From an optimization exercise on the open Yosys and OpenROAD flow, aimed at small area and a short achievable clock period; shortcuts taken in it are not production practice. The RTL was checked by simulation tests, not by an equivalence proof against the original design. No activity file was given, so power comes from the tool's default toggle rates.

== north ==
## mips
module mips(
    input clk,
    input reset,
    input [31:0] PrRData,
    input [7:2] HWInt,
    output [31:0] PrAddr,
    output [31:0] PrWData,
    output [3:0] PrMask,
    output PrWrite,
    output [31:0] InstrAddr,
    input [31:0] InstrData,
    output [31:0] DmAddr,
    output [31:0] DmWData,
    output [3:0] DmBE,
    output DmWrite,
    input [31:0] DmRData
    );
    reg  [31:0] PC_F;
    reg  [31:0] PC4_D, I_D;
    reg  [31:0] A_E, B_E, I_E;
    reg  [4:0]  sh_amt_E;
    reg         a_imm_E, a_fwM_E, a_fwW_E, b_imm_E, b_fwM_E, b_fwW_E;
    reg         r_sub_E, r_slt_E, r_sltu_E, r_and_E, r_or_E, r_xor_E, r_nor_E;
    reg         r_sll_E, r_srl_E, r_sra_E, r_rot_E, r_pass_E, r_hi_E, r_lo_E;
    reg         E_toWrite, E_Unready, E_load;
    reg  [4:0]  E_Addr;
    reg         E_rw;
    reg  [4:0]  E_wa;
    reg         E_st, E_sth, E_stw;
    reg         E_ld, E_ldh, E_ldw, E_ldsx;
    reg         md_busy_E, md_mul_E, md_sgn_E, md_acc_E, md_sub_E, md_div_E, md_mthi_E, md_mtlo_E;
    reg  [31:0] Res_M, Data_M;
    reg         M_toWrite, M_Unready;
    reg  [4:0]  M_Addr;
    reg         M_rw;
    reg  [4:0]  M_wa;
    reg         DmWrite_M, PrWrite_M, acc_M;
    reg  [3:0]  BE_M;
    reg         M_sth, M_stw;
    reg         M_ld, M_ldh, M_ldw, M_ldsx;
    reg  [31:0] WD_W;
    reg         W_rw;
    reg  [4:0]  W_wa;
    reg  [31:0] gr [1:31];
    reg  [31:0] sr, epc;
    reg         c_bd;
    reg  [5:0]  c_ip;
    reg         c_sw;
    reg  [31:0] Hi, Lo;
    reg  [3:0]  cnt;
    reg         fin;
    reg  [31:0] mA, mB;
    reg  [33:0] mW;
    reg  [33:0] m3;
    reg  [34:0] m5, m7;
    reg         s_div, s_sgn, s_sub, s_nq, s_nr;
    wire [5:0] op = I_D[31:26];
    wire [5:0] fn = I_D[5:0];
    wire [4:0] rs = I_D[25:21];
    wire [4:0] rt = I_D[20:16];
  ...
Size in the first run: roughly 270 I/O pins.
clock: 18.0 ns
lec_check: 0
cap_margin: 20
core_margin: 2
core_utilization: 40
slew_margin: 20
standard.sh (not shown) runs the stock make flow with config.mk's settings and CLKGATE_MAP_FILE= SYNTH_SCRIPT=/design/flow/synth_recipe.tcl, a recipe that flattens the netlist after the stock synthesis.
==> flow/flow/run.sh <==
#!/bin/bash
# Standard layout, with timing repair aiming at a shorter period than the
# clock it is built at (repair_timing -setup_margin), so that gate sizing and
# buffering work on the paths that set the achieved period.
set -euo pipefail
bash standard.sh SETUP_SLACK_MARGIN=12.5 finish > standard_flow.log 2>&1
north reached the end of the flow, and the finished layout is clean on the timing, design-rule and antenna checks.
> inputs changed (north -> south)
--- a/flow/flow/run.sh
+++ b/flow/flow/run.sh
@@ -4,3 +4,3 @@
 # buffering work on the paths that set the achieved period.
 set -euo pipefail
-bash standard.sh SETUP_SLACK_MARGIN=12.5 finish > standard_flow.log 2>&1
+bash standard.sh SETUP_SLACK_MARGIN=12 finish > standard_flow.log 2>&1
Findings:
Summary of the comparison: growth of design area from synthesis to finish is lower in south, relative to north. south — proportion of power drawn by combinational gates 3.3 points lower, north as reference. In terms of upper clock frequency limit, north and south differ only marginally. Route | south vs north | wire shorter in south. When south is measured against north, its leakage component of the power turns out 3.5% lower. Summary of south over north: total power of the final layout now smaller, worst hold slack now smaller.

* * *

Another version of the RTL of mips (not shown whole).
For scale: roughly 1700 flip-flops.
clock: 18.0 ns
lec_check: 0
cap_margin: 20
core_margin: 2
core_utilization: 40
slew_margin: 20
==> flow/flow/run.sh <==
#!/bin/bash
# Standard layout, with these changes to how it is made:
#  - timing repair aims at a shorter period than the clock it is built at
#    (repair_timing -setup_margin), so that gate sizing and buffering work on
#    the paths that set the achieved period, and repairs only the worst 20%
#    of the endpoints it sees as violating (repair_timing -repair_tns);
#  - the port buffers that the standard flow puts on every input and output
#    are plain buffers (buf_2) instead of the delay cell it picks by default.
set -euo pipefail
bash standard.sh "BUFFER_PORTS_ARGS=-inputs -outputs -buffer_cell sky130_fd_sc_hd__buf_2" SETUP_SLACK_MARGIN=12.75 TNS_END_PERCENT=20 finish > standard_flow.log 2>&1
Rerun with:
==> flow/flow/run.sh (replaced) <==
#!/bin/bash
# Standard layout, with two changes to how it is made:
#  - timing repair aims at a shorter period than the clock it is built at
#    (repair_timing -setup_margin), so that gate sizing and buffering work on
#    the paths that set the achieved period;
#  - the port buffers that the standard flow puts on every input and output
#    are plain buffers (buf_2) instead of the delay cell it picks by default.
set -euo pipefail
bash standard.sh "BUFFER_PORTS_ARGS=-inputs -outputs -buffer_cell sky130_fd_sc_hd__buf_2" SETUP_SLACK_MARGIN=12.5 finish > standard_flow.log 2>&1
Setup slack got worse by 0.10 ns.
Non-clock buffer count went down by 273.
Synthesized cell count is unchanged.
Wire length went up by 0.54%.
Sequential power rose by about 2%.
Rerun with:
==> flow/flow/run.sh (replaced) <==
#!/bin/bash
# Standard layout, with these changes to how it is made:
#  - timing repair aims at a shorter period than the clock it is built at
#    (repair_timing -setup_margin), so that gate sizing and buffering work on
#    the paths that set the achieved period, and repairs only the worst 20%
#    of the endpoints it sees as violating (repair_timing -repair_tns);
#  - the port buffers that the standard flow puts on every input and output
#    are plain buffers (buf_2) instead of the delay cell it picks by default.
set -euo pipefail
bash standard.sh "BUFFER_PORTS_ARGS=-inputs -outputs -buffer_cell sky130_fd_sc_hd__buf_2" SETUP_SLACK_MARGIN=12.5 TNS_END_PERCENT=20 finish > standard_flow.log 2>&1
Result: The changed run completed without violations; power increases by a few percent; global-route usage increases by 0.11 points; combinational power increases by a little under a tenth; die area is unchanged; wire length increases slightly; register-to-register slack gains 0.23 ns; worst hold slack loses 0.0090 ns; maximum frequency increases by a few percent; final area increases slightly; area after synthesis does not change; non-clock buffer count increases by 93.
Rerun with:
==> flow/flow/run.sh (replaced) <==
#!/bin/bash
# Standard layout, with timing repair aiming at a shorter period than the
# clock it is built at (repair_timing -setup_margin), so that gate sizing and
# buffering work on the paths that set the achieved period.
set -euo pipefail
bash standard.sh SETUP_SLACK_MARGIN=12 finish > standard_flow.log 2>&1
Effect: Cell area drops slightly. Hold slack is about the same. Routed wire length grows by a few percent. Worst setup slack degrades by 0.28 ns. Final cell count goes down slightly. Global-route usage increases by 1.4 points. Total power went down by a little under a tenth.
Rerun with:
==> flow/flow/run.sh (replaced) <==
#!/bin/bash
# Standard layout, with these changes to how it is made:
#  - timing repair aims at a shorter period than the clock it is built at
#    (repair_timing -setup_margin), so that gate sizing and buffering work on
#    the paths that set the achieved period, and repairs only the worst 5%
#    of the endpoints it sees as violating (repair_timing -repair_tns);
#  - the port buffers that the standard flow puts on every input and output
#    are plain buffers (buf_2) instead of the delay cell it picks by default.
set -euo pipefail
bash standard.sh "BUFFER_PORTS_ARGS=-inputs -outputs -buffer_cell sky130_fd_sc_hd__buf_2" SETUP_SLACK_MARGIN=12.5 TNS_END_PERCENT=5 finish > standard_flow.log 2>&1
What happened: The new run completed without violations; clock-buffer cell count goes up by 2; non-clock buffer count grows by 106; core utilization is higher by 0.32 points.

[afterwards: timing with drivers on the ports]
In the flow no input, the clock included, has a driving cell. The finished layouts below were timed again as built, in two steps. Step 1, drivers: a clkbuf_16 drives clk and a buf_2 each remaining input, both assumed. Step 2 moves the port delays by t, midway between the first and last clock arrival at a register: inputs arrive t later, outputs are due t later. That takes back most of the time a late clock gives input paths. Slacks: no drivers / after step 1 / after step 2; pairs: no drivers / after step 1.
run	t (ns)	setup slack, ns	hold slack, ns	worst register clock-pin slew, ns	pins driven straight from the clock port
north	0.986	11.453 / 11.453 / 11.453	0.330 / 0.330 / 0.330	0.07 / 0.07	1
south	0.960	11.436 / 11.436 / 11.005	0.313 / 0.313 / 0.313	0.08 / 0.08	1
the first run of note 2	0.998	12.179 / 12.179 / 11.440	0.328 / 0.328 / 0.328	0.07 / 0.07	1
the second run of note 2	1.004	12.078 / 12.078 / 11.590	0.336 / 0.336 / 0.336	0.07 / 0.07	1
the third run of note 2	0.982	12.213 / 12.113 / 11.353	0.327 / 0.327 / 0.327	0.07 / 0.07	1
the fourth run of note 2	0.990	11.934 / 11.830 / 11.101	0.327 / 0.327 / 0.327	0.07 / 0.07	1
the fifth run of note 2	0.993	11.986 / 12.035 / 11.042	0.324 / 0.324 / 0.324	0.07 / 0.07	1
After both steps setup and hold are still met in every run listed. The setup slack of the fifth run of note 2, which loses most, moves by +0.049 ns with the drivers and by -0.944 ns with both steps.
